Source: an optimization exercise on an open RTL-to-GDS flow (aim: small area). Production flows keep margins and buffers that such runs may drop.
No functional check of the RTL was part of any run shown here.
Power and IR drop assume default switching activity.

==> flow/design.v, too long to show whole: its modules and the start of the top module <==
// module p_fa: 4 lines
// module p_fac: 4 lines
// module p_ha: 4 lines
// module p_nor2: 3 lines
// module p_or2: 3 lines
// module p_and2: 3 lines
// module p_inv: 3 lines
// module p_xor2: 3 lines
// module p_xnor2: 3 lines
// module p_xor3: 3 lines
// module p_a222oi: 3 lines
// module magnitude_wrapper: 1021 lines
module magnitude_wrapper(
	input aclk,
	input aresetn,
	input s_i_data_valid,
	output reg s_o_data_ready,
	input [31:0] s_i_data,
	output reg m_o_data_valid,
	input m_i_data_ready,
	output [31:0] m_o_data
    );
  // ...
==> flow/flow/run.sh <==
#!/bin/bash
# Standard layout, but the port buffers are the smallest plain buffer and
# the clock tree uses smaller buffers without dummy loads.
set -euo pipefail
export BUFFER_PORTS_ARGS="-buffer_cell sky130_fd_sc_hd__buf_1"
export CTS_ARGS="-sink_clustering_enable -repair_clock_nets -dont_use_dummy_load -buf_list sky130_fd_sc_hd__clkbuf_8"
bash standard.sh finish > standard_flow.log 2>&1
==> flow/standard.sh <==
#!/bin/bash
# synth_recipe.tcl (not shown) runs the flow's synth.tcl, then flattens the netlist and writes it again
# the make line also repeats each setting of config.mk as NAME=value (left out here)
make -C /OpenROAD-flow-scripts/flow DESIGN_CONFIG=/design/flow/config.mk WORK_HOME=/design/flow/orfs CLKGATE_MAP_FILE= SYNTH_SCRIPT=/design/flow/synth_recipe.tcl "${@:-finish}"
==> flow/config.mk <==
export PLATFORM = sky130hd
export DESIGN_NAME = magnitude_wrapper
export DESIGN_NICKNAME = magnitude_wrapper
export VERILOG_FILES = /design/flow/design.v
export SDC_FILE = /design/flow/constraint.sdc
export NUM_CORES = 4
export LEC_CHECK = 0
export CAP_MARGIN = 20
export CORE_MARGIN = 2
export CORE_UTILIZATION = 40
export SLEW_MARGIN = 20
export SYNTH_HIERARCHICAL = 1
export SYNTH_MINIMUM_KEEP_SIZE = 0
==> flow/constraint.sdc <==
create_clock -name core_clock -period 10.0 [get_ports {aclk}]
set_input_delay 2.0000 -clock core_clock [delete_from_list [all_inputs] [get_ports {aclk}]]
set_output_delay 2.0000 -clock core_clock [all_outputs]
set_load 0.01 [all_outputs]
==> impl_results.html, run 1 <==
<table>
<tr><th>Metric</th><th>Value</th></tr>
<tr><th colspan="2">Run status</th></tr>
<tr><td>Outcome</td><td>timing/DRC/antenna clean</td></tr>
<tr><th colspan="2">Setup path</th></tr>
<tr><td>Worst stage delay on the critical path</td><td>around 0.46 ns</td></tr>
<tr><td>R2R depth</td><td>26</td></tr>
<tr><td>Crit path required time</td><td>about 10 ns</td></tr>
<tr><th colspan="2">Global routing</th></tr>
<tr><td>Global-route wire length before repair</td><td>roughly 27000 µm</td></tr>
<tr><td>Met1 track demand over resource</td><td>0.245</td></tr>
<tr><th colspan="2">Synth</th></tr>
<tr><td>Mean post-synth cell area</td><td>roughly 12 µm²</td></tr>
<tr><td>Cell type with the highest aggregate area in the netlist</td><td>fa_1</td></tr>
<tr><td>Most common flop cell mapped by yosys</td><td>dfxtp_1</td></tr>
<tr><td>Dominant combinational cell family by area after synthesis</td><td>adder cells</td></tr>
<tr><td>Post-synthesis xor/xnor area fraction</td><td>0.00374</td></tr>
<tr><td>Flops &amp; latches, synth</td><td>106</td></tr>
<tr><td>Top cells by count, synth</td><td>fa_1 (135), nor2_1 (109), dfxtp_1 (89), inv_1 (57), a222oi_1 (50)</td></tr>
<tr><td>Mux share of post-synthesis cell area</td><td>0</td></tr>
<tr><th colspan="2">Detailed routing</th></tr>
<tr><td>Highest metal layer with signal wires</td><td>met4</td></tr>
<tr><td>Amount of wire on met3 after detailed routing</td><td>about 860 µm</td></tr>
<tr><th colspan="2">Floorplan</th></tr>
<tr><td>Die outline width</td><td>137 µm</td></tr>
<tr><td>Die outline height</td><td>roughly 140 µm</td></tr>
<tr><th colspan="2">Final layout</th></tr>
<tr><td>Antenna diode count</td><td>0</td></tr>
<tr><td>Growth of design area from synthesis to finish</td><td>12.0%</td></tr>
<tr><td>Portion of the layout cell area used by non-clock buffers</td><td>0.0653</td></tr>
<tr><th colspan="2">Placement</th></tr>
<tr><td>Pre-CTS WS</td><td>~0.28 ns</td></tr>
<tr><td>Port bufs</td><td>approximately 70</td></tr>
<tr><td>Total cell area at the placement stage</td><td>7750 µm²</td></tr>
<tr><td>Weighted congestion at the end of routability-driven global placement</td><td>0.873</td></tr>
<tr><th colspan="2">CTS</th></tr>
<tr><td>Clock latency on the worst-skew pair</td><td>0.40 ns</td></tr>
<tr><td>Hold Buf Count CTS</td><td>0</td></tr>
<tr><th colspan="2">Power and ir drop</th></tr>
<tr><td>Power consumed by sequential cells</td><td>a little under 0.7 mW</td></tr>
<tr><td>Clock network power</td><td>0.216 mW</td></tr>
<tr><td>Top contributor to total power</td><td>combinational cells</td></tr>
<tr><th colspan="2">Hold path</th></tr>
<tr><td>End point of the most critical hold path</td><td>ack</td></tr>
<tr><th colspan="2">Timing</th></tr>
<tr><td>Slew HR</td><td>0.438</td></tr>
</table>
==> run 2: changes to the inputs <==
--- a/flow/design.v
+++ b/flow/design.v
@@ -44,18 +44,18 @@
 	input m_i_data_ready,
 	output [31:0] m_o_data
     );
 	reg start, ack;
 	reg f2, f3;
 	reg [15:0] a_re, a_im;
 	reg [31:0] p;         
 	reg [31:0] cn;        
-	reg pc_11, cnc_11;
-	wire tc_11, cvc_11, cdc_11;
+	reg pc_13, cnc_13;
+	wire tc_13, cvc_13, cdc_13;
 	reg pc_20, cnc_20;
 	wire tc_20, cvc_20, cdc_20;
 	wire acc = s_i_data_valid & ~ack;
 	wire [15:0] xn;       
 	wire [31:0] t;        
 	wire [31:0] cv;       
 	wire [31:0] mo;
 	wire [31:0] cd;
@@ -110,17 +110,17 @@
 	assign t[24] = s_677;
 	assign t[25] = s_689;
 	assign t[26] = s_701;
 	assign t[27] = s_710;
 	assign t[28] = s_719;
 	assign t[29] = s_725;
 	assign t[30] = s_731;
 	assign t[31] = s_798;
-	assign tc_11 = c_765;
+	assign tc_13 = c_771;
 	assign tc_20 = c_792;
 	p_a222oi uc0 (.a1(ld_t), .a2(t[0]), .b1(ld_p), .b2(p[0]), .c1(hold), .c2(cv[0]), .y(cd[0]));
 	p_inv ui0 (.a(cn[0]), .y(cv[0]));
 	p_a222oi uc1 (.a1(ld_t), .a2(t[1]), .b1(ld_p), .b2(p[1]), .c1(hold), .c2(cv[1]), .y(cd[1]));
 	p_inv ui1 (.a(cn[1]), .y(cv[1]));
 	p_a222oi uc2 (.a1(ld_t), .a2(t[2]), .b1(ld_p), .b2(p[2]), .c1(hold), .c2(cv[2]), .y(cd[2]));
 	p_inv ui2 (.a(cn[2]), .y(cv[2]));
 	p_a222oi uc3 (.a1(ld_t), .a2(t[3]), .b1(ld_p), .b2(p[3]), .c1(hold), .c2(cv[3]), .y(cd[3]));
@@ -176,31 +176,33 @@
 	p_a222oi uc28 (.a1(ld_t), .a2(t[28]), .b1(ld_p), .b2(p[28]), .c1(hold), .c2(cv[28]), .y(cd[28]));
 	p_inv ui28 (.a(cn[28]), .y(cv[28]));
 	p_a222oi uc29 (.a1(ld_t), .a2(t[29]), .b1(ld_p), .b2(p[29]), .c1(hold), .c2(cv[29]), .y(cd[29]));
 	p_inv ui29 (.a(cn[29]), .y(cv[29]));
 	p_a222oi uc30 (.a1(ld_t), .a2(t[30]), .b1(ld_p), .b2(p[30]), .c1(hold), .c2(cv[30]), .y(cd[30]));
 	p_inv ui30 (.a(cn[30]), .y(cv[30]));
 	p_a222oi uc31 (.a1(ld_t), .a2(t[31]), .b1(ld_p), .b2(p[31]), .c1(hold), .c2(cv[31]), .y(cd[31]));
 	p_inv ui31 (.a(cn[31]), .y(cv[31]));
-	p_a222oi ucc11 (.a1(ld_t), .a2(tc_11), .b1(ld_p), .b2(pc_11), .c1(hold), .c2(cvc_11), .y(cdc_11));
-	p_inv uic11 (.a(cnc_11), .y(cvc_11));
+	p_a222oi ucc13 (.a1(ld_t), .a2(tc_13), .b1(ld_p), .b2(pc_13), .c1(hold), .c2(cvc_13), .y(cdc_13));
+	p_inv uic13 (.a(cnc_13), .y(cvc_13));
 	p_a222oi ucc20 (.a1(ld_t), .a2(tc_20), .b1(ld_p), .b2(pc_20), .c1(hold), .c2(cvc_20), .y(cdc_20));
 	p_inv uic20 (.a(cnc_20), .y(cvc_20));
 	assign mo[0] = cv[0];
 	assign mo[1] = cv[1];
 	assign mo[2] = cv[2];
 	assign mo[3] = cv[3];
 	assign mo[4] = cv[4];
 	assign mo[5] = cv[5];
 	assign mo[6] = cv[6];
 	assign mo[7] = cv[7];
 	assign mo[8] = cv[8];
 	assign mo[9] = cv[9];
 	assign mo[10] = cv[10];
+	assign mo[11] = cv[11];
+	assign mo[12] = cv[12];
 	assign m_o_data = mo;
 	wire dg_1;
 	wire pp_3;
 	wire pp_5;
 	wire pp_7;
 	wire pp_9;
 	wire pp_11;
 	wire pp_13;
@@ -685,18 +687,16 @@
 	wire e_820;
 	wire e_822;
 	wire e_824;
 	wire e_826;
 	wire e_828;
 	wire e_830;
 	wire e_832;
 	wire e_834;
-	wire e_836;
-	wire e_838;
   p_inv u2 (.a(xn[0]), .y(dg_1));
   p_nor2 u4 (.a(xn[0]), .b(xn[1]), .y(pp_3));
   p_nor2 u6 (.a(xn[0]), .b(xn[2]), .y(pp_5));
   p_nor2 u8 (.a(xn[0]), .b(xn[3]), .y(pp_7));
   p_nor2 u10 (.a(xn[0]), .b(xn[4]), .y(pp_9));
   p_nor2 u12 (.a(xn[0]), .b(xn[5]), .y(pp_11));
   p_nor2 u14 (.a(xn[0]), .b(xn[6]), .y(pp_13));
   p_nor2 u16 (.a(xn[0]), .b(xn[7]), .y(pp_15));
@@ -855,17 +855,17 @@
   p_and2 u322 (.a(p[24]), .b(pm), .y(pm_321));
   p_and2 u324 (.a(p[25]), .b(pm), .y(pm_323));
   p_and2 u326 (.a(p[26]), .b(pm), .y(pm_325));
   p_and2 u328 (.a(p[27]), .b(pm), .y(pm_327));
   p_and2 u330 (.a(p[28]), .b(pm), .y(pm_329));
   p_and2 u332 (.a(p[29]), .b(pm), .y(pm_331));
   p_and2 u334 (.a(p[30]), .b(pm), .y(pm_333));
   p_and2 u336 (.a(p[31]), .b(pm), .y(pm_335));
-  p_and2 u338 (.a(pc_11), .b(pm), .y(pmc_337));
+  p_and2 u338 (.a(pc_13), .b(pm), .y(pmc_337));
   p_and2 u340 (.a(pc_20), .b(pm), .y(pmc_339));
   p_fac u343 (.a(pm_305), .b(dg_201), .s(s_341), .co(c_342));
   p_fa u346 (.a(pm_277), .b(dg_33), .c(pp_3), .s(s_344), .co(c_345));
   p_fa u349 (.a(pm_279), .b(pp_5), .c(c_345), .s(s_347), .co(c_348));
   p_fa u352 (.a(pm_281), .b(dg_63), .c(pp_35), .s(s_350), .co(c_351));
   p_fa u355 (.a(pp_7), .b(s_350), .c(c_348), .s(s_353), .co(c_354));
   p_fa u358 (.a(pm_283), .b(pp_37), .c(pp_9), .s(s_356), .co(c_357));
   p_fa u361 (.a(c_351), .b(s_356), .c(c_354), .s(s_359), .co(c_360));
@@ -883,39 +883,39 @@
   p_fa u397 (.a(pp_71), .b(pp_95), .c(c_381), .s(s_395), .co(c_396));
   p_fa u400 (.a(c_384), .b(s_392), .c(s_395), .s(s_398), .co(c_399));
   p_fa u403 (.a(c_387), .b(s_398), .c(c_390), .s(s_401), .co(c_402));
   p_fa u406 (.a(pm_293), .b(dg_141), .c(pp_119), .s(s_404), .co(c_405));
   p_fa u409 (.a(pp_19), .b(pp_47), .c(pp_73), .s(s_407), .co(c_408));
   p_fa u412 (.a(pp_97), .b(c_393), .c(s_404), .s(s_410), .co(c_411));
   p_fa u415 (.a(s_407), .b(c_396), .c(s_410), .s(s_413), .co(c_414));
   p_fa u418 (.a(c_399), .b(s_413), .c(c_402), .s(s_416), .co(c_417));
-  p_fa u421 (.a(pm_295), .b(pmc_337), .c(pp_121), .s(s_419), .co(c_420));
-  p_fa u424 (.a(pp_21), .b(pp_49), .c(pp_75), .s(s_422), .co(c_423));
-  p_fa u427 (.a(pp_99), .b(c_405), .c(c_408), .s(s_425), .co(c_426));
-  p_fa u430 (.a(s_419), .b(s_422), .c(c_411), .s(s_428), .co(c_429));
-  p_fa u433 (.a(s_425), .b(c_414), .c(s_428), .s(s_431), .co(c_432));
+  p_fa u421 (.a(pm_295), .b(pp_121), .c(pp_21), .s(s_419), .co(c_420));
+  p_fa u424 (.a(pp_49), .b(pp_75), .c(pp_99), .s(s_422), .co(c_423));
+  p_fa u427 (.a(c_405), .b(c_408), .c(s_419), .s(s_425), .co(c_426));
+  p_fa u430 (.a(s_422), .b(c_411), .c(s_425), .s(s_428), .co(c_429));
+  p_fa u433 (.a(c_414), .b(s_428), .c(c_417), .s(s_431), .co(c_432));
   p_fa u436 (.a(pm_297), .b(dg_163), .c(pp_101), .s(s_434), .co(c_435));
   p_fa u439 (.a(pp_123), .b(pp_143), .c(pp_23), .s(s_437), .co(c_438));
   p_fa u442 (.a(pp_51), .b(pp_77), .c(c_420), .s(s_440), .co(c_441));
   p_fa u445 (.a(c_423), .b(s_434), .c(s_437), .s(s_443), .co(c_444));
   p_fa u448 (.a(c_426), .b(s_440), .c(s_443), .s(s_446), .co(c_447));
   p_fa u451 (.a(c_429), .b(s_446), .c(c_432), .s(s_449), .co(c_450));
-  p_fa u454 (.a(pm_299), .b(pp_103), .c(pp_125), .s(s_452), .co(c_453));
-  p_fa u457 (.a(pp_145), .b(pp_25), .c(pp_53), .s(s_455), .co(c_456));
-  p_fa u460 (.a(pp_79), .b(c_435), .c(c_438), .s(s_458), .co(c_459));
-  p_fa u463 (.a(s_452), .b(s_455), .c(c_441), .s(s_461), .co(c_462));
-  p_fa u466 (.a(c_444), .b(s_458), .c(s_461), .s(s_464), .co(c_465));
-  p_fa u469 (.a(c_447), .b(s_464), .c(c_450), .s(s_467), .co(c_468));
+  p_fa u454 (.a(pm_299), .b(pmc_337), .c(pp_103), .s(s_452), .co(c_453));
+  p_fa u457 (.a(pp_125), .b(pp_145), .c(pp_25), .s(s_455), .co(c_456));
+  p_fa u460 (.a(pp_53), .b(pp_79), .c(c_435), .s(s_458), .co(c_459));
+  p_fa u463 (.a(c_438), .b(s_452), .c(s_455), .s(s_461), .co(c_462));
+  p_fa u466 (.a(c_441), .b(s_458), .c(c_444), .s(s_464), .co(c_465));
+  p_fa u469 (.a(s_461), .b(c_447), .c(s_464), .s(s_467), .co(c_468));
   p_fa u472 (.a(pm_301), .b(dg_183), .c(pp_105), .s(s_470), .co(c_471));
   p_fa u475 (.a(pp_127), .b(pp_147), .c(pp_165), .s(s_473), .co(c_474));
   p_fa u478 (.a(pp_27), .b(pp_55), .c(pp_81), .s(s_476), .co(c_477));
   p_fa u481 (.a(c_453), .b(c_456), .c(s_470), .s(s_479), .co(c_480));
   p_fa u484 (.a(s_473), .b(s_476), .c(c_459), .s(s_482), .co(c_483));
-  p_fa u487 (.a(s_479), .b(c_462), .c(s_482), .s(s_485), .co(c_486));
+  p_fa u487 (.a(c_462), .b(s_479), .c(s_482), .s(s_485), .co(c_486));
   p_fa u490 (.a(c_465), .b(s_485), .c(c_468), .s(s_488), .co(c_489));
   p_fa u493 (.a(pm_303), .b(pp_107), .c(pp_129), .s(s_491), .co(c_492));
   p_fa u496 (.a(pp_149), .b(pp_167), .c(pp_29), .s(s_494), .co(c_495));
   p_fa u499 (.a(pp_57), .b(pp_83), .c(c_471), .s(s_497), .co(c_498));
   p_fa u502 (.a(c_474), .b(c_477), .c(s_491), .s(s_500), .co(c_501));
   p_fa u505 (.a(s_494), .b(c_480), .c(s_497), .s(s_503), .co(c_504));
   p_fa u508 (.a(s_500), .b(c_483), .c(s_503), .s(s_506), .co(c_507));
   p_fa u511 (.a(c_486), .b(s_506), .c(c_489), .s(s_509), .co(c_510));
@@ -999,59 +999,57 @@
   p_ha u745 (.a(c_741), .b(s_347), .s(s_743), .co(c_744));
   p_ha u748 (.a(c_744), .b(s_353), .s(s_746), .co(c_747));
   p_ha u751 (.a(c_747), .b(s_359), .s(s_749), .co(c_750));
   p_ha u754 (.a(c_750), .b(s_368), .s(s_752), .co(c_753));
   p_ha u757 (.a(c_753), .b(s_377), .s(s_755), .co(c_756));
   p_ha u760 (.a(c_756), .b(s_389), .s(s_758), .co(c_759));
   p_ha u763 (.a(c_759), .b(s_401), .s(s_761), .co(c_762));
   p_ha u766 (.a(c_762), .b(s_416), .s(s_764), .co(c_765));
-  p_ha u769 (.a(s_431), .b(c_417), .s(s_767), .co(c_768));
-  p_ha u772 (.a(s_449), .b(c_768), .s(s_770), .co(c_771));
-  p_ha u775 (.a(s_467), .b(c_771), .s(s_773), .co(c_774));
+  p_ha u769 (.a(c_765), .b(s_431), .s(s_767), .co(c_768));
+  p_ha u772 (.a(c_768), .b(s_449), .s(s_770), .co(c_771));
+  p_ha u775 (.a(s_467), .b(c_450), .s(s_773), .co(c_774));
   p_ha u778 (.a(s_488), .b(c_774), .s(s_776), .co(c_777));
   p_ha u781 (.a(s_509), .b(c_777), .s(s_779), .co(c_780));
   p_fa u784 (.a(s_530), .b(c_510), .c(c_780), .s(s_782), .co(c_783));
   p_fa u787 (.a(s_551), .b(c_531), .c(c_783), .s(s_785), .co(c_786));
   p_fa u790 (.a(s_572), .b(c_552), .c(c_786), .s(s_788), .co(c_789));
   p_fa u793 (.a(s_590), .b(c_573), .c(c_789), .s(s_791), .co(c_792));
   p_xor2 u795 (.a(pm_335), .b(c_729), .y(s_794));
   p_xor2 u797 (.a(s_794), .b(c_732), .y(s_796));
   p_inv u799 (.a(s_796), .y(s_798));
-  p_ha u801 (.a(cv[11]), .b(cvc_11), .s(mo[11]), .co(e_800));
-  p_ha u803 (.a(cv[12]), .b(e_800), .s(mo[12]), .co(e_802));
-  p_ha u805 (.a(cv[13]), .b(e_802), .s(mo[13]), .co(e_804));
-  p_ha u807 (.a(cv[14]), .b(e_804), .s(mo[14]), .co(e_806));
-  p_ha u809 (.a(cv[15]), .b(e_806), .s(mo[15]), .co(e_808));
-  p_ha u811 (.a(cv[16]), .b(e_808), .s(mo[16]), .co(e_810));
-  p_ha u813 (.a(cv[17]), .b(e_810), .s(mo[17]), .co(e_812));
-  p_ha u815 (.a(cv[18]), .b(e_812), .s(mo[18]), .co(e_814));
-  p_ha u817 (.a(cv[19]), .b(e_814), .s(mo[19]), .co(e_816));
-  p_fa u819 (.a(cv[20]), .b(cvc_20), .c(e_816), .s(mo[20]), .co(e_818));
-  p_ha u821 (.a(cv[21]), .b(e_818), .s(mo[21]), .co(e_820));
-  p_ha u823 (.a(cv[22]), .b(e_820), .s(mo[22]), .co(e_822));
-  p_ha u825 (.a(cv[23]), .b(e_822), .s(mo[23]), .co(e_824));
-  p_ha u827 (.a(cv[24]), .b(e_824), .s(mo[24]), .co(e_826));
-  p_ha u829 (.a(cv[25]), .b(e_826), .s(mo[25]), .co(e_828));
-  p_ha u831 (.a(cv[26]), .b(e_828), .s(mo[26]), .co(e_830));
-  p_ha u833 (.a(cv[27]), .b(e_830), .s(mo[27]), .co(e_832));
-  p_ha u835 (.a(cv[28]), .b(e_832), .s(mo[28]), .co(e_834));
-  p_ha u837 (.a(cv[29]), .b(e_834), .s(mo[29]), .co(e_836));
-  p_ha u839 (.a(cv[30]), .b(e_836), .s(mo[30]), .co(e_838));
-  p_xor2 u840 (.a(cv[31]), .b(e_838), .y(mo[31]));
+  p_ha u801 (.a(cv[13]), .b(cvc_13), .s(mo[13]), .co(e_800));
+  p_ha u803 (.a(cv[14]), .b(e_800), .s(mo[14]), .co(e_802));
+  p_ha u805 (.a(cv[15]), .b(e_802), .s(mo[15]), .co(e_804));
+  p_ha u807 (.a(cv[16]), .b(e_804), .s(mo[16]), .co(e_806));
+  p_ha u809 (.a(cv[17]), .b(e_806), .s(mo[17]), .co(e_808));
+  p_ha u811 (.a(cv[18]), .b(e_808), .s(mo[18]), .co(e_810));
+  p_ha u813 (.a(cv[19]), .b(e_810), .s(mo[19]), .co(e_812));
+  p_fa u815 (.a(cv[20]), .b(cvc_20), .c(e_812), .s(mo[20]), .co(e_814));
+  p_ha u817 (.a(cv[21]), .b(e_814), .s(mo[21]), .co(e_816));
+  p_ha u819 (.a(cv[22]), .b(e_816), .s(mo[22]), .co(e_818));
+  p_ha u821 (.a(cv[23]), .b(e_818), .s(mo[23]), .co(e_820));
+  p_ha u823 (.a(cv[24]), .b(e_820), .s(mo[24]), .co(e_822));
+  p_ha u825 (.a(cv[25]), .b(e_822), .s(mo[25]), .co(e_824));
+  p_ha u827 (.a(cv[26]), .b(e_824), .s(mo[26]), .co(e_826));
+  p_ha u829 (.a(cv[27]), .b(e_826), .s(mo[27]), .co(e_828));
+  p_ha u831 (.a(cv[28]), .b(e_828), .s(mo[28]), .co(e_830));
+  p_ha u833 (.a(cv[29]), .b(e_830), .s(mo[29]), .co(e_832));
+  p_ha u835 (.a(cv[30]), .b(e_832), .s(mo[30]), .co(e_834));
+  p_xor2 u836 (.a(cv[31]), .b(e_834), .y(mo[31]));
 	always @(posedge aclk) begin
 		start <= acc | (start & ~ack & aresetn);
 		s_o_data_ready <= acc | (s_o_data_ready & aresetn);
 		ack <= start;
 		f2 <= acc & start;
 		f3 <= f2;
 		if (m_i_data_ready) m_o_data_valid <= ack;
 		else if (!aresetn) m_o_data_valid <= 1'b0;
 		a_re <= s_i_data[15:0];
 		if (acc) a_im <= s_i_data[31:16];
 		p <= t;
 		cn <= cd;
-		pc_11 <= tc_11;
-		cnc_11 <= cdc_11;
+		pc_13 <= tc_13;
+		cnc_13 <= cdc_13;
 		pc_20 <= tc_20;
 		cnc_20 <= cdc_20;
 	end
 endmodule
==> run 2 against run 1 <==
Net effect: still clean; routed wire length up 0.85%; synthesized cell count unchanged; sequential power about the same; fmax down 0.94%; count of clock-buffer cells in the layout unchanged; sequential share of layout area up 0.30 points; setup slack worse by 0.089 ns; register-to-register slack worse by 0.06 ns; cell count down 0.11%; largest power group unchanged.
==> impl_results.html, run 2 <==
<table>
<tr><th>Metric</th><th>Value</th></tr>
<tr><th colspan="2">Synth</th></tr>
<tr><td>Post-Synthesis Net Count</td><td>769 (was 771)</td></tr>
<tr><td>Number of synthesized flops with an enable pin</td><td>17 (unchanged)</td></tr>
<tr><td>Synth Area in Simple Gates</td><td>0.105 (about the same)</td></tr>
<tr><td>Mean post-synth cell area</td><td>12.5 µm² (about the same)</td></tr>
<tr><td>Adder-Cell Fraction of Synth Area</td><td>0.445 (was 0.448)</td></tr>
<tr><td>Top-count cell post-synth</td><td>fa_1 (unchanged)</td></tr>
<tr><td>Proportion of synthesized chip area in sequential cells</td><td>0.326 (about the same)</td></tr>
<tr><td>Synth unique cells</td><td>15 (unchanged)</td></tr>
<tr><td>Number of warnings printed during yosys synthesis</td><td>7 (unchanged)</td></tr>
<tr><td>Most common flop cell mapped by yosys</td><td>dfxtp_1 (unchanged)</td></tr>
<tr><td>Dominant combinational cell family by area after synthesis</td><td>adder cells (unchanged)</td></tr>
<tr><td>Post-Synthesis Cell Area</td><td>7020 µm² (was 7030 µm²)</td></tr>
<tr><td>Mux share of post-synthesis cell area</td><td>0 (unchanged)</td></tr>
<tr><td>Leading post-synthesis cells by cell area</td><td>fa_1 (38%), dfxtp_1 (25%), edfxtp_1 (7.3%), a222oi_1 (7.1%), ha_1 (6.1%) (was fa_1 (38%), dfxtp_1 (25%), edfxtp_1 (7.3%), a222oi_1 (7.1%), ha_1 (6.4%))</td></tr>
<tr><td>Share of the synthesized area in compound gates (AO/OA/AOI/OAI)</td><td>0.0748 (was 0.0747)</td></tr>
<tr><td>Portion of synthesized cell area occupied by the leading cell type</td><td>0.385 (was 0.384)</td></tr>
<tr><td>Cell type with the highest aggregate area in the netlist</td><td>fa_1 (unchanged)</td></tr>
<tr><td>Post-synthesis xor/xnor area fraction</td><td>0.00374 (about the same)</td></tr>
<tr><td>Number of instances in the synthesized netlist</td><td>564 (unchanged)</td></tr>
<tr><td>Top cells by count, synth</td><td>fa_1 (135), nor2_1 (109), dfxtp_1 (89), inv_1 (57), a222oi_1 (50) (unchanged)</td></tr>
<tr><td>Share of synthesized flip-flops with an asynchronous set or reset</td><td>0 (unchanged)</td></tr>
<tr><td>Flops &amp; latches, synth</td><td>106 (unchanged)</td></tr>
<tr><th colspan="2">Final layout</th></tr>
<tr><td>Multi-input logic area</td><td>4430 µm² (was 4450 µm²)</td></tr>
<tr><td>Most frequent standard cell in the layout excluding fill and tap cells</td><td>fa_1 (unchanged)</td></tr>
<tr><td>Largest regs</td><td>cn (32), p (32) (unchanged)</td></tr>
<tr><td>Growth of design area from synthesis to finish</td><td>11.0% (was 12.0%)</td></tr>
<tr><td>Layout cells sized above 1</td><td>0.0566 (was 0.0550)</td></tr>
<tr><td>Antenna diode count</td><td>0 (unchanged)</td></tr>
<tr><td>Area taken by flip-flops and latches</td><td>2290 µm² (unchanged)</td></tr>
<tr><td>Commonest non-fill, non-tap cells in the layout</td><td>fa_1 (135), nor2_1 (108), dfxtp_1 (89) (unchanged)</td></tr>
<tr><td>Net count reported at finish</td><td>861 (was 864)</td></tr>
<tr><td>Filler Cell Count</td><td>1607 (was 1596)</td></tr>
<tr><th colspan="2">Placement</th></tr>
<tr><td>Pre-CTS WS</td><td>0.276 ns (was 0.282 ns)</td></tr>
<tr><td>Weighted congestion at the end of routability-driven global placement</td><td>0.838 (was 0.873)</td></tr>
<tr><td>Post-DP HPWL</td><td>11600 µm (was 11500 µm)</td></tr>
<tr><td>Port bufs</td><td>69 (unchanged)</td></tr>
<tr><th colspan="2">Power and ir drop</th></tr>
<tr><td>Static Leakage</td><td>3.57 nW (was 3.61 nW)</td></tr>
<tr><td>Power density of the placed cells</td><td>380 nW/µm² (was 381 nW/µm²)</td></tr>
<tr><td>Worst vdd rail ir drop</td><td>226 µV (was 186 µV)</td></tr>
<tr><td>Post-route total power</td><td>2.96 mW (was 3.00 mW)</td></tr>
<tr><th colspan="2">CTS</th></tr>
<tr><td>Hold Buf Count CTS</td><td>0 (unchanged)</td></tr>
<tr><td>Clock latency on the worst-skew pair</td><td>0.39 ns (was 0.40 ns)</td></tr>
<tr><td>Number of H-tree branching levels</td><td>3 (unchanged)</td></tr>
<tr><td>Post-cts repair resize count</td><td>0 (unchanged)</td></tr>
<tr><td>Number of buffers inserted during clock tree synthesis</td><td>9 (unchanged)</td></tr>
<tr><td>CTS tree</td><td>built (unchanged)</td></tr>
<tr><td>Register clock-pin slew on the reported worst setup and hold paths</td><td>0.09 ns (was 0.11 ns)</td></tr>
<tr><td>Clock Path Buffers</td><td>2 (unchanged)</td></tr>
<tr><td>Clk Tree Root Cell</td><td>clkbuf_8 (unchanged)</td></tr>
<tr><td>Setup bufs post-CTS</td><td>0 (unchanged)</td></tr>
<tr><td>Clk sink count</td><td>106 (unchanged)</td></tr>
<tr><th colspan="2">Timing</th></tr>
<tr><td>Setup slack of the critical path after layout</td><td>0.612 ns (was 0.700 ns)</td></tr>
<tr><td>Maximum clock skew at final layout</td><td>0.0292 ns (was 0.0326 ns)</td></tr>
<tr><td>Slew HR</td><td>0.421 (was 0.438)</td></tr>
<tr><td>Worst slew pin tran</td><td>0.864 ns (was 0.839 ns)</td></tr>
<tr><td>RSZ-0062 raised after global routing</td><td>false (unchanged)</td></tr>
<tr><td>Final sum of negative setup slack</td><td>0 ns (unchanged)</td></tr>
<tr><td>Period Utilization, post-route</td><td>0.939 (was 0.930)</td></tr>
<tr><td>Post-layout minimum cycle time</td><td>9.39 ns (was 9.30 ns)</td></tr>
<tr><td>Endpoints failing hold</td><td>0 (unchanged)</td></tr>
<tr><td>Number of endpoints failing setup at the final stage</td><td>0 (unchanged)</td></tr>
<tr><td>Number of pins with negative max-slew slack in the final report</td><td>0 (unchanged)</td></tr>
<tr><td>Maximum frequency from static timing analysis</td><td>0.107 GHz (was 0.108 GHz)</td></tr>
<tr><th colspan="2">Detailed routing</th></tr>
<tr><td>Initial drt markers</td><td>394 (was 393)</td></tr>
<tr><td>Detailed Routing Iterations Pass 1</td><td>8 (was 5)</td></tr>
<tr><td>Wire length after detailed routing</td><td>15700 µm (was 15600 µm)</td></tr>
<tr><td>DRC violation count after routing</td><td>0 (unchanged)</td></tr>
<tr><td>Count of antenna-violating nets left after detailed routing</td><td>0 (unchanged)</td></tr>
<tr><td>Number of vias in the routed layout</td><td>4644 (was 4581)</td></tr>
<tr><td>Routed length per placed instance</td><td>17.9 µm (was 17.7 µm)</td></tr>
<tr><td>Routed via count divided by cell count</td><td>5.28 (was 5.21)</td></tr>
<tr><th colspan="2">Setup path</th></tr>
<tr><td>Largest fanout of any net on the critical path</td><td>3 (was 16)</td></tr>
<tr><td>Arrival time reported for the critical path endpoint</td><td>9.65 ns (was 9.61 ns)</td></tr>
<tr><td>Worst setup SP type</td><td>primary input (unchanged)</td></tr>
<tr><td>Category of the worst setup path capture point</td><td>flop (unchanged)</td></tr>
<tr><td>Most frequent CP cell</td><td>fa_1 (unchanged)</td></tr>
<tr><td>Slowest cell on crit path</td><td>fa_1 (unchanged)</td></tr>
<tr><td>Crit path required time</td><td>10.26 ns (was 10.31 ns)</td></tr>
<tr><td>Worst stage delay on the critical path</td><td>0.46 ns (about the same)</td></tr>
<tr><td>Cell Chain, Critical Path</td><td>buf_1 -&gt; a222oi_1 -&gt; inv_1 -&gt; fa_1 -&gt; fa_1 -&gt; fa_1 -&gt; fa_1 -&gt; fa_1 -&gt; fa_1 -&gt; fa_1 -&gt; fa_1 -&gt; fa_1 -&gt; fa_1 -&gt; fa_1 -&gt; ha_1 -&gt; ha_1 -&gt; ha_1 -&gt; fa_1 -&gt; fa_1 -&gt; fa_1 -&gt; fa_1 -&gt; a222oi_1</td></tr>
<tr><td>Setup CP Type</td><td>primary input to flop (unchanged)</td></tr>
<tr><th colspan="2">Floorplan</th></tr>
<tr><td>Die outline width</td><td>137 µm (about the same)</td></tr>
<tr><td>Number of ports placed on the die boundary</td><td>70 (unchanged)</td></tr>
<tr><td>DIE AREA</td><td>18600 µm² (was 18700 µm²)</td></tr>
<tr><td>Floorplan core area</td><td>17200 µm² (unchanged)</td></tr>
<tr><td>Num rows</td><td>48 (unchanged)</td></tr>
<tr><td>Die outline height</td><td>137 µm (about the same)</td></tr>
<tr><td>Starting Density</td><td>0.408 (about the same)</td></tr>
<tr><th colspan="2">Global routing</th></tr>
<tr><td>Busiest layer in global routing</td><td>met2 (unchanged)</td></tr>
<tr><td>Global-route wire length before repair</td><td>26500 µm (was 26800 µm)</td></tr>
<tr><td>Met3 Resource Use GR</td><td>0.0378 (was 0.0437)</td></tr>
<tr><td>Met2 routing resource usage after global routing</td><td>0.316 (about the same)</td></tr>
<tr><td>Overall routing resource usage</td><td>0.186 (was 0.188)</td></tr>
<tr><td>Initial antenna violation count</td><td>0 (unchanged)</td></tr>
<tr><td>Maximum number of pins on one net before global-route repair</td><td>38 (unchanged)</td></tr>
<tr><td>Number of global-route vias before repair</td><td>5194 (was 5227)</td></tr>
<tr><td>Residual overflow from global routing</td><td>0 (unchanged)</td></tr>
<tr><td>Met1 track demand over resource</td><td>0.248 (was 0.245)</td></tr>
<tr><th colspan="2">Hold path</th></tr>
<tr><td>Path category of the worst min-delay check</td><td>flop to flop (unchanged)</td></tr>
<tr><th colspan="2">Run status</th></tr>
<tr><td>Outcome</td><td>timing/DRC/antenna clean (unchanged)</td></tr>
<tr><th colspan="2">Flow run</th></tr>
<tr><td>Number of violations of the max-capacitance limit</td><td>0 (unchanged)</td></tr>
</table>
[run 2: cell count changes after synthesis, sizes merged]
cell  before  now
buf       11   13
ha        36   34
[run 2: cell type report]
cell class | count | area share
Tap cell | 225 | 0.0361
Sequential cell | 106 | 0.294
Clock buffer | 9 | 0.0159
Timing Repair Buffer | 94 | 0.0589
Inverter | 57 | 0.0274
Multi-Input combinational cell | 388 | 0.568
[run 2: worst paths after layout]
kind                             startpoint  endpoint  slack, ns  depth (start not counted)
worst max register to register          ack    cn[19]       1.41                         23
worst max-delay path            s_i_data[1]    cn[19]       0.61                         22
worst min-delay path                  start       ack       0.41                          0
worst min register to register        start       ack       0.41                          0
[run 2: routing by layer]
metal	part of all wire	vias up
li1	-	2065
met1	0.43	2409
met2	0.50	162
met3	0.064	8
met4	0.0079	0
met5	0	-
[run 2: worst max-delay path, delay by kind of cell]
kind,cells,cell delay [ns]
adder cells (fa/ha/maj),18,6.67
AO/OA/AOI/OAI,2,0.74
buffers and inverters,2,0.22
[run 2: metrics by stage]
step | utilization | std cells | instance area (µm²) | hold slack (ns)
final | 0.452 | 879 | 7800 | 0.409
after global routing | 0.452 | 879 | 7800 | 0.418
after CTS | 0.452 | 879 | 7800 | 0.411
after detailed placement | 0.445 | 870 | 7670 | 0.400
after global placement | 0.445 | 870 | 7670 | 0.384
after floorplan | - | 564 | 7020 | 0.372
[run 2: where the power goes]
part           internal (mW)  switching [mW]
Combinational          0.940            1.12
Clock                 0.0812           0.135
Sequential             0.635          0.0547
[run 2: modules after synthesis (local to each module, per instance), excerpt]
| module | flops+latches | times used | cells |
|---|---|---|---|
| p_and2 | 0 | 34 | 1 |
| magnitude_wrapper | 106 | 1 | 133 |
| p_inv | 0 | 51 | 1 |
| p_a222oi | 0 | 50 | 1 |
| p_fa | 0 | 135 | 1 |
| p_ha | 0 | 33 | 1 |
| p_fac | 0 | 1 | 5 |
| p_or2 | 0 | 15 | 1 |
[run 2: cells by family after synthesis]
family          after synthesis
compound gates               54
xor+xnor                      3
buf+inv                      70
fa+ha+maj                   169
flops                       106
simple gates                162

port drivers added, routing unchanged:
The results above use ideal ports. As a check the final layouts listed here were re-extracted and re-timed, cells and wires unchanged.
Step 1: set_driving_cell puts a clkbuf_16 on aclk and a buf_2 on each other input, an assumption about the parent block.
Step 2 times the ports against the registers' clock, not the clock port: input delays grow and output delays shrink by t, the midpoint of the rising clock arrivals with the driver on.
a / b / c = ideal / step 1 / step 2; a / b = the first two.
run	shift t [ns]	slack for setup (ns)	cell pins on the clock port's net
run 1	0.416	0.700 / 0.716 / 0.299	1
run 2	0.410	0.612 / 0.624 / 0.213	1
After both steps setup and hold are still met in every run listed. For run 1, which loses most, drivers alone change the setup slack by +0.016 ns; drivers and shift together by -0.401 ns.
